This design comes from an exercise in tuning for small area, a short achievable clock period and few clock cycles on the open sky130 flow, not from production work. The RTL was checked by simulation tests, not by an equivalence proof against the original design.

## HW3_FPMUL_SP
module HW3_FPMUL_SP(Clk, Rst, St, FPmplier, FPmcand, Done, Ovf, Unf, FPproduct);
Size in the first run: roughly 1800 cells after synthesis, about 120 flip-flops, about 17000 um2 of cells after synthesis.
Settings: LEC_CHECK=0, CAP_MARGIN=20, CORE_MARGIN=2, CORE_UTILIZATION=40, CTS_BUF_LIST=sky130_fd_sc_hd__clkbuf_4 sky130_fd_sc_hd__clkbuf_8, SLEW_MARGIN=20; clock period 9.0 ns.
standard.sh (not shown) runs the stock make flow with config.mk's settings and CLKGATE_MAP_FILE= SYNTH_SCRIPT=/design/flow/synth_recipe.tcl, a recipe that flattens the netlist after the stock synthesis.
==> flow/flow/run.sh <==
#!/bin/bash
# The standard layout, except that the port buffers are buf_2 cells rather than the
# default pick; every input and output port still gets its own buffer.
bash standard.sh "BUFFER_PORTS_ARGS=-buffer_cell sky130_fd_sc_hd__buf_2" finish > standard.log 2>&1
The first run produced a clean layout.
Testbench counts at the start, summed over its fixed seeds: cycles 16,000.
Then changed:
==> flow/run.sh (new file) <==
#!/bin/bash
# synth_recipe.tcl (not shown) runs the flow's synth.tcl, then flattens the netlist and writes it again
# the make line also repeats each setting of config.mk as NAME=value (left out here)
make -C /OpenROAD-flow-scripts/flow DESIGN_CONFIG=/design/flow/config.mk WORK_HOME=/design/flow/orfs CLKGATE_MAP_FILE= SYNTH_SCRIPT=/design/flow/synth_recipe.tcl finish
- ABC_CLOCK_PERIOD_IN_PS: not set -> 3500
- SETUP_SLACK_MARGIN: not set -> 5
removed: flow/flow/run.sh
removed: flow/standard.sh
After rerunning: Global-route usage climbs by 1.2 points; setup slack gains 1300 ps; worst hold slack gains 120 ps; final area goes up by 12%; synthesized area does not change; utilization increases by 5.3 points; via count came out higher by about 3%.
Then changed:
- ABC_CLOCK_PERIOD_IN_PS: 3500 -> 600
What happened: Clock skew stays the same; final area does not change; area after synthesis stays the same; setup slack does not change; count of clock-buffer cells in the layout does not change; hold slack stays the same.
Then changed:
==> flow/flow/run.sh (new file) <==
#!/bin/bash
# The standard layout, except that the port buffers are buf_2 cells rather than the
# default pick; every input and output port still gets its own buffer.
bash standard.sh "BUFFER_PORTS_ARGS=-buffer_cell sky130_fd_sc_hd__buf_2" finish > standard.log 2>&1
==> flow/standard.sh (new file) <==
#!/bin/bash
# synth_recipe.tcl (not shown) runs the flow's synth.tcl, then flattens the netlist and writes it again
# the make line also repeats each setting of config.mk as NAME=value (left out here)
make -C /OpenROAD-flow-scripts/flow DESIGN_CONFIG=/design/flow/config.mk WORK_HOME=/design/flow/orfs CLKGATE_MAP_FILE= SYNTH_SCRIPT=/design/flow/synth_recipe.tcl "${@:-finish}"
- ABC_CLOCK_PERIOD_IN_PS: 600 -> not set
removed: flow/run.sh
Outcome: Sequential share of layout area came out higher by 0.63 points. Wire length came out lower by 2.2%. Clock-buffer cell count came out higher by 3. Non-clock buffer count came out lower by 25.

## the reference run
Starting RTL as in the previous note.
Settings: LEC_CHECK=0, ABC_CLOCK_PERIOD_IN_PS=1200, CAP_MARGIN=20, CORE_MARGIN=2, CORE_UTILIZATION=40, CTS_BUF_LIST=sky130_fd_sc_hd__clkbuf_4 sky130_fd_sc_hd__clkbuf_8, SETUP_SLACK_MARGIN=5, SLEW_MARGIN=20; clock period 9.0 ns.
run.sh (not shown) runs the stock make flow with config.mk's settings and CLKGATE_MAP_FILE= SYNTH_SCRIPT=/design/flow/synth_recipe.tcl, a recipe that flattens the netlist after the stock synthesis.
Stock flow here: none of the scripts above is used.
The reference run: PASS, flow complete, no timing, DRC or antenna violations
Testbench counts of the reference run, summed over its fixed seeds: cycles 16,000.
Inputs modified between the reference run and the trial run:
- swapping 1200 for 300 in ABC_CLOCK_PERIOD_IN_PS
==> summary.txt <==
From the reference run to the trial run the numbers moved as follows: first-pass GRT wire length level, number of top-level pins roughly the same, design area roughly the same.
Non-clock buffer count: the trial run vs the reference run identical
Global-route usage: the reference run vs the trial run — no meaningful difference

[static timing again, ports no longer ideal]
The flow's constraints put no driver on any port. The routed layouts listed below were extracted and timed again, unchanged, in two steps.
Step 1 assumes that a clkbuf_16 drives the clock port and a buf_2 every other input.
Step 2, shift: input delay + t, output delay - t, t = (earliest + latest rising clock arrival at the registers) / 2. This alone moves slack from input paths to output paths.
Three values: ideal, step 1, step 2; two values: the first two.
run	shift t [ns]	slack for setup (ns)	hold WS [ns]
the first run of note 1	0.566	2.351 / 2.351 / 2.351	0.701 / 0.701 / 0.701
the second run of note 1	0.538	3.616 / 3.616 / 3.616	0.821 / 0.821 / 0.821
the third run of note 1	0.538	3.616 / 3.616 / 3.616	0.821 / 0.821 / 0.821
the fourth run of note 1	0.534	3.599 / 3.599 / 3.599	0.791 / 0.791 / 0.791
the reference run	0.538	3.616 / 3.616 / 3.616	0.821 / 0.821 / 0.821
the trial run	0.538	3.616 / 3.616 / 3.616	0.821 / 0.821 / 0.821
After both steps setup and hold are still met in every run listed.
